This design comes from an exercise in tuning for small area on the open sky130 flow, not from production work.
The RTL was checked by simulation tests, not by an equivalence proof against the original design.
Power and IR drop assume default switching activity.

// firp
module firp(
  input clock,
  input reset,
  output done,
  input start,
  input wire [15:0] input_sample,
  output [15:0] output_sample2);
export LEC_CHECK = 0
export CAP_MARGIN = 20
export CORE_MARGIN = 2
export CORE_UTILIZATION = 70
export SLEW_MARGIN = 20
export SYNTH_HIERARCHICAL = 1
export SYNTH_MINIMUM_KEEP_SIZE = 0
create_clock -name core_clock -period 20.0 [get_ports {clock}]
standard.sh (not shown) runs the stock make flow with config.mk's settings and CLKGATE_MAP_FILE= SYNTH_SCRIPT=/design/flow/synth_recipe.tcl, a recipe that flattens the netlist after the stock synthesis.
==> flow/flow/run.sh <==
#!/bin/bash
# The standard layout (bash standard.sh) with two changes:
#  - ports get the smallest buffer (buf_1) instead of the delay buffer that
#    buffer_ports picks by default; every port is still buffered;
#  - clock tree: clkbuf_8 buffers, sink clusters of at most 18 flip-flops,
#    and no dummy loads.
# make's full output goes to flow_make.log here; each ORFS step also keeps its
# own log under orfs/logs/.
set -euo pipefail
export BUFFER_PORTS_ARGS="-buffer_cell sky130_fd_sc_hd__buf_1"
export CTS_ARGS="-sink_clustering_enable -repair_clock_nets -sink_clustering_size 18 -sink_clustering_max_diameter 100 -buf_list sky130_fd_sc_hd__clkbuf_8 -dont_use_dummy_load"
bash standard.sh > flow_make.log 2>&1
Change:
--- a/flow/flow/run.sh
+++ b/flow/flow/run.sh
@@ -5 +5 @@
-#  - clock tree: clkbuf_8 buffers, sink clusters of at most 18 flip-flops,
+#  - clock tree: clkbuf_8 buffers, sink clusters of at most 17 flip-flops,
@@ -11 +11 @@
-export CTS_ARGS="-sink_clustering_enable -repair_clock_nets -sink_clustering_size 18 -sink_clustering_max_diameter 100 -buf_list sky130_fd_sc_hd__clkbuf_8 -dont_use_dummy_load"
+export CTS_ARGS="-sink_clustering_enable -repair_clock_nets -sink_clustering_size 17 -sink_clustering_max_diameter 100 -buf_list sky130_fd_sc_hd__clkbuf_8 -dont_use_dummy_load"
--- a/flow/config.mk
+++ b/flow/config.mk
@@ -10 +10 @@
-export CORE_UTILIZATION = 70
+export CORE_UTILIZATION = 65
First-iteration DRC count came out lower by a quarter to a third.
Power stays flat.
Flip-flop and latch count does not change.
Clock skew fell by 19 ps.
Area after synthesis does not change.

---

Setup of raven:
The RTL this note starts from:
==> flow/design.v <==
`timescale 1ns / 1ps
module firp(
  input clock,
  input reset,
  output done,
  input start,
  input wire [15:0] input_sample,
  output [15:0] output_sample2);
reg  [3:0]  ph;
reg         pend;      
reg         act;       
reg         fresh;     
reg  [15:0] C;         
reg  [15:0] W [0:17];  
reg  [8:0]  cyn;       
reg  [16:0] acc;       
wire ph0   = (ph == 4'd0);
wire last  = act & ph0;                   
wire win   = (act & ~ph0) | (pend & ph0);
wire ready = ~pend & (~act | ph0);
wire take  = start & ready;
wire is15  = (ph == 4'd15);
wire en = win & ~fresh;
wire z  = win & fresh & is15;
wire [17:0] t;
wire        c0 = win & C[ph];
genvar k;
generate
  for (k = 0; k < 18; k = k + 1) begin : g_tap
    assign t[k] = (W[k][0] & en) | z;
  end
endgenerate
wire [17:0] tn  = ~t;
wire        c0n = ~c0;
wire [8:0] pa = {tn[7:0], c0n};
wire [8:0] pb = {tn[9], tn[10], tn[11], tn[12], tn[13], tn[14], tn[15], tn[16], tn[17]};
wire [8:0] psn, pcn;
genvar p;
generate
  for (p = 0; p < 9; p = p + 1) begin : g_pre
    fa3 u_pre (.a(pa[p]), .b(pb[p]), .c(cyn[p]), .s(psn[p]), .co(pcn[p]));
  end
endgenerate
wire [8:0] ps   = ~psn;
wire       midn = tn[8];
wire       mid  = ~midn;
wire s4, c4;
fa3 u_4 (.a(acc[0]), .b(psn[2]), .c(ps[4]), .s(s4), .co(c4));
wire s7, c7;
ha2 u_7 (.a(psn[5]), .b(s4), .s(s7), .co(c7));
wire s14, c14;
fa3 u_14 (.a(acc[1]), .b(ps[0]), .c(psn[1]), .s(s14), .co(c14));
wire s17, c17;
fa3 u_17 (.a(ps[6]), .b(ps[8]), .c(c4), .s(s17), .co(c17));
wire s20, c20;
fa3 u_20 (.a(s14), .b(c7), .c(s17), .s(s20), .co(c20));
wire s29, c29;
fa3 u_29 (.a(acc[2]), .b(ps[2]), .c(ps[4]), .s(s29), .co(c29));
wire s32, c32;
fa3 u_32 (.a(ps[5]), .b(psn[7]), .c(midn), .s(s32), .co(c32));
wire s35, c35;
fa3 u_35 (.a(c14), .b(s29), .c(s32), .s(s35), .co(c35));
wire s38, c38;
fa3 u_38 (.a(c17), .b(s35), .c(c20), .s(s38), .co(c38));
wire s45, c45;
fa3 u_45 (.a(acc[3]), .b(ps[0]), .c(psn[3]), .s(s45), .co(c45));
wire s48, c48;
fa3 u_48 (.a(psn[8]), .b(c29), .c(c32), .s(s48), .co(c48));
wire s51, c51;
fa3 u_51 (.a(s45), .b(c35), .c(s48), .s(s51), .co(c51));
wire s54, c54;
ha2 u_54 (.a(s51), .b(c38), .s(s54), .co(c54));
wire s62, c62;
fa3 u_62 (.a(acc[4]), .b(ps[0]), .c(ps[1]), .s(s62), .co(c62));
wire s65, c65;
fa3 u_65 (.a(ps[7]), .b(psn[8]), .c(mid), .s(s65), .co(c65));
wire s68, c68;
fa3 u_68 (.a(c45), .b(s62), .c(s65), .s(s68), .co(c68));
wire s71, c71;
fa3 u_71 (.a(c48), .b(s68), .c(c51), .s(s71), .co(c71));
wire s74, c74;
ha2 u_74 (.a(s71), .b(c54), .s(s74), .co(c74));
wire s78, c78;
fa3 u_78 (.a(acc[5]), .b(psn[6]), .c(c62), .s(s78), .co(c78));
wire s81, c81;
fa3 u_81 (.a(c65), .b(c68), .c(s78), .s(s81), .co(c81));
wire s84, c84;
fa3 u_84 (.a(s81), .b(c71), .c(c74), .s(s84), .co(c84));
wire s93, c93;
fa3 u_93 (.a(acc[6]), .b(psn[2]), .c(ps[5]), .s(s93), .co(c93));
wire s96, c96;
fa3 u_96 (.a(psn[6]), .b(ps[7]), .c(midn), .s(s96), .co(c96));
wire s99, c99;
fa3 u_99 (.a(s93), .b(s96), .c(c78), .s(s99), .co(c99));
wire s102, c102;
fa3 u_102 (.a(c81), .b(s99), .c(c84), .s(s102), .co(c102));
wire s107, c107;
fa3 u_107 (.a(acc[7]), .b(psn[3]), .c(c93), .s(s107), .co(c107));
wire s110, c110;
fa3 u_110 (.a(c96), .b(s107), .c(c99), .s(s110), .co(c110));
wire s113, c113;
ha2 u_113 (.a(s110), .b(c102), .s(s113), .co(c113));
wire s120, c120;
fa3 u_120 (.a(acc[8]), .b(ps[1]), .c(psn[4]), .s(s120), .co(c120));
wire s123, c123;
fa3 u_123 (.a(ps[8]), .b(mid), .c(s120), .s(s123), .co(c123));
wire s126, c126;
fa3 u_126 (.a(c107), .b(s123), .c(c110), .s(s126), .co(c126));
wire s129, c129;
ha2 u_129 (.a(s126), .b(c113), .s(s129), .co(c129));
wire s134, c134;
fa3 u_134 (.a(acc[9]), .b(ps[3]), .c(psn[7]), .s(s134), .co(c134));
wire s137, c137;
fa3 u_137 (.a(c120), .b(s134), .c(c123), .s(s137), .co(c137));
wire s140, c140;
fa3 u_140 (.a(s137), .b(c126), .c(c129), .s(s140), .co(c140));
wire s147, c147;
fa3 u_147 (.a(acc[10]), .b(ps[2]), .c(ps[4]), .s(s147), .co(c147));
wire s150, c150;
fa3 u_150 (.a(midn), .b(c134), .c(s147), .s(s150), .co(c150));
wire s153, c153;
fa3 u_153 (.a(s150), .b(c137), .c(c140), .s(s153), .co(c153));
wire s159, c159;
fa3 u_159 (.a(acc[11]), .b(psn[3]), .c(ps[8]), .s(s159), .co(c159));
wire s162, c162;
fa3 u_162 (.a(c147), .b(s159), .c(c150), .s(s162), .co(c162));
wire s165, c165;
ha2 u_165 (.a(s162), .b(c153), .s(s165), .co(c165));
wire s172, c172;
fa3 u_172 (.a(acc[12]), .b(ps[3]), .c(ps[4]), .s(s172), .co(c172));
wire s175, c175;
fa3 u_175 (.a(ps[6]), .b(mid), .c(c159), .s(s175), .co(c175));
wire s178, c178;
fa3 u_178 (.a(s172), .b(s175), .c(c162), .s(s178), .co(c178));
wire s181, c181;
ha2 u_181 (.a(s178), .b(c165), .s(s181), .co(c181));
wire s186, c186;
fa3 u_186 (.a(acc[13]), .b(ps[5]), .c(psn[6]), .s(s186), .co(c186));
wire s189, c189;
fa3 u_189 (.a(c172), .b(s186), .c(c175), .s(s189), .co(c189));
wire s192, c192;
fa3 u_192 (.a(s189), .b(c178), .c(c181), .s(s192), .co(c192));
wire s200, c200;
fa3 u_200 (.a(acc[14]), .b(psn[6]), .c(ps[7]), .s(s200), .co(c200));
wire s203, c203;
fa3 u_203 (.a(ps[8]), .b(mid), .c(c186), .s(s203), .co(c203));
wire s206, c206;
fa3 u_206 (.a(s200), .b(s203), .c(c189), .s(s206), .co(c206));
wire s209, c209;
ha2 u_209 (.a(s206), .b(c192), .s(s209), .co(c209));
wire s213, c213;
fa3 u_213 (.a(acc[15]), .b(ps[6]), .c(c200), .s(s213), .co(c213));
wire s216, c216;
fa3 u_216 (.a(c203), .b(s213), .c(c206), .s(s216), .co(c216));
wire s219, c219;
ha2 u_219 (.a(s216), .b(c209), .s(s219), .co(c219));
wire s222, c222;
fa3 u_222 (.a(acc[16]), .b(c213), .c(c216), .s(s222), .co(c222));
wire s225, c225;
ha2 u_225 (.a(s222), .b(c219), .s(s225), .co(c225));
wire s227 = c222 ^ c225;
wire [17:0] s = {s227, s225, s219, s209, s192, s181, s165, s153, s140, s129, s113, s102, s84, s74, s54, s38, s20, s7};
assign output_sample2 = s[16:1];
assign done = last;
integer i;
always @(posedge clock) begin
  for (i = 0; i < 18; i = i + 1)
    W[i] <= {win ? (i == 0 ? c0 : t[i-1]) : W[i][0], W[i][15:1]};
  cyn <= pcn;
  acc <= win ? s[17:1] : 17'd28812;
  if (take) C <= {~input_sample[15], input_sample[14:0]};
end
always @(posedge clock or posedge reset) begin
  if (reset) begin
    ph    <= 4'd0;
    pend  <= 1'b0;
    act   <= 1'b0;
    fresh <= 1'b1;
  end else begin
    ph    <= ph + 4'd1;
    pend  <= take | (pend & ~ph0);
    act   <= win;
    if (win & is15) fresh <= 1'b0;
  end
end
endmodule
`timescale 1ns / 1ps
module fa3(input a, input b, input c, output s, output co);
    assign s  = a ^ b ^ c;
    assign co = (a & b) | (a & c) | (b & c);
endmodule
module ha2(input a, input b, output s, output co);
    assign s  = a ^ b;
    assign co = a & b;
endmodule
==> flow/config.mk <==
export PLATFORM = sky130hd
export DESIGN_NAME = firp
export DESIGN_NICKNAME = firp
export VERILOG_FILES = /design/flow/design.v
export SDC_FILE = /design/flow/constraint.sdc
export NUM_CORES = 4
export LEC_CHECK = 0
export CAP_MARGIN = 0
export CORE_MARGIN = 2
export CORE_UTILIZATION = 70
export SLEW_MARGIN = 0
export SYNTH_HIERARCHICAL = 1
export SYNTH_MINIMUM_KEEP_SIZE = 0
==> flow/constraint.sdc <==
create_clock -name core_clock -period 20.0 [get_ports {clock}]
set_input_delay 4.0000 -clock core_clock [delete_from_list [all_inputs] [get_ports {clock}]]
set_output_delay 4.0000 -clock core_clock [all_outputs]
set_load 0.01 [all_outputs]
==> flow/flow/run.sh <==
#!/bin/bash
# The standard layout (bash standard.sh) with two changes:
#  - ports get the smallest buffer (buf_1) instead of the delay buffer that
#    buffer_ports picks by default; every port is still buffered;
#  - clock tree: clkbuf_8 buffers, sink clusters of at most 19 flip-flops,
#    and no dummy loads.
# make's full output goes to flow_make.log here; each ORFS step also keeps its
# own log under orfs/logs/.
set -euo pipefail
export BUFFER_PORTS_ARGS="-buffer_cell sky130_fd_sc_hd__buf_1"
export CTS_ARGS="-sink_clustering_enable -repair_clock_nets -sink_clustering_size 19 -sink_clustering_max_diameter 100 -buf_list sky130_fd_sc_hd__clkbuf_8 -dont_use_dummy_load"
bash standard.sh > flow_make.log 2>&1
The flow did not stop early for raven: all stages ran, and the layout cleared the timing, design-rule and antenna checks.
Here is what was changed in the inputs of garnet compared with raven.
- SLEW_MARGIN now 20, was 0
- CAP_MARGIN now 20, was 0
-- flow/flow/run.sh --
<<< raven, line 2
# The standard layout (bash standard.sh) with two changes:
>>> garnet, line 2
# The standard layout (bash standard.sh) with three changes:
<<< raven, line 6
#    and no dummy loads.
>>> garnet, line 6
#    and no dummy loads;
#  - after global routing, repair_timing -recover_power 100 downsizes gates
#    that have timing slack to spare (ORFS's RECOVER_POWER knob).
<<< raven, line 12
>>> garnet, line 14
export RECOVER_POWER=100
## What came out
Re number of antenna violations at the first check in global routing: no difference whatsoever between raven and garnet. raven → garnet: non-filler instance count after layout roughly the same; die area roughly the same. Re final-layout worst hold slack: raven was lower than garnet. The layout from garnet, despite a flow that completed every stage, fails the layout checks, with the failing checks listed as capacitance limit, slew limit. The final area was comparable across garnet and raven. raven tops out at a higher clock frequency than garnet. Summary: with raven as the reference, non-clock buffer count in garnet moved up by a few percent.
Setup changes, garnet to xenon
-- flow/flow/run.sh --
<<< garnet, line 2
# The standard layout (bash standard.sh) with three changes:
>>> xenon, line 2
# The standard layout (bash standard.sh) with two changes:
<<< garnet, line 6
#    and no dummy loads;
#  - after global routing, repair_timing -recover_power 100 downsizes gates
#    that have timing slack to spare (ORFS's RECOVER_POWER knob).
>>> xenon, line 6
#    and no dummy loads.
<<< garnet, line 14
export RECOVER_POWER=100
>>> xenon, line 12
--- outcome ---
- xenon closes out successfully: all stages finished, all timing, DRC and antenna checks passed.
- [garnet] flow finished | final checks: failed | reasons: capacitance limit, slew limit
- The worst hold slack was comparable across garnet and xenon.
- xenon ends up with a total met3 wirelength after detailed routing that is about 6% higher than in garnet.
- Taking garnet as the reference, in xenon routed length on met1 now sits lower; total wire length after detailed routing saw little to no change; upper clock frequency limit now larger; sequential cell count closely matched the old numbers; post-route clock skew held.
- Taking garnet as the reference, in xenon setup slack has increased, combinational cell fraction of total power has remained practically unchanged, design area has increased.
What tundra does differently from xenon at the input level:
-- flow/flow/run.sh --
<<< xenon, line 5
#  - clock tree: clkbuf_8 buffers, sink clusters of at most 19 flip-flops,
>>> tundra, line 5
#  - clock tree: clkbuf_8 buffers, sink clusters of at most 18 flip-flops,
<<< xenon, line 11
export CTS_ARGS="-sink_clustering_enable -repair_clock_nets -sink_clustering_size 19 -sink_clustering_max_diameter 100 -buf_list sky130_fd_sc_hd__clkbuf_8 -dont_use_dummy_load"
>>> tundra, line 11
export CTS_ARGS="-sink_clustering_enable -repair_clock_nets -sink_clustering_size 18 -sink_clustering_max_diameter 100 -buf_list sky130_fd_sc_hd__clkbuf_8 -dont_use_dummy_load"
The setup slack after layout reported for tundra is smaller than that of xenon by 0.020 ns. The final reports for tundra and xenon show area added between synthesis and finish higher in the former. When the final numbers for xenon and tundra were put side by side, the hold slack turned out to be smaller in tundra. Diff tundra..xenon | post-synthesis average cell area | negligible. xenon -> tundra: count of nets left with antenna violations after detail routing delta 0, exact match. Global-route usage in tundra vs xenon: up 0.28 points. tundra has total power above what xenon had. Across both runs, largest clock skew in the final design was higher for tundra than for xenon. Compared with xenon, tundra shows a higher via count. The area of all placed cells without fillers was comparable across xenon and tundra.

static timing again, ports no longer ideal:
The flow's constraints put no driver on any port. The routed layouts listed below were extracted and timed again, unchanged, in two steps.
Step 1: set_driving_cell puts a clkbuf_16 on clock and a buf_2 on each other input, an assumption about the parent block.
Step 2 adds t to the input delays and takes it off the output delays; t is the mean of the earliest and latest rising clock arrival at the registers after step 1. Input paths then give back, and output paths get back, about the clock's delay inside the block.
Three values: ideal ports, drivers, drivers and shift; two values: the first two.
run | shift t [ns] | setup WS [ns] | pins driven straight from the clock port
the first run of note 1 | 0.551 | 6.806 / 6.766 / 7.317 | 1
the second run of note 1 | 0.546 | 6.954 / 6.917 / 7.463 | 1
raven | 0.544 | 6.558 / 6.522 / 7.066 | 1
garnet | 0.544 | 5.479 / 5.443 / 5.987 | 1
xenon | 0.544 | 7.041 / 7.005 / 7.549 | 1
tundra | 0.559 | 7.021 / 6.985 / 7.544 | 1
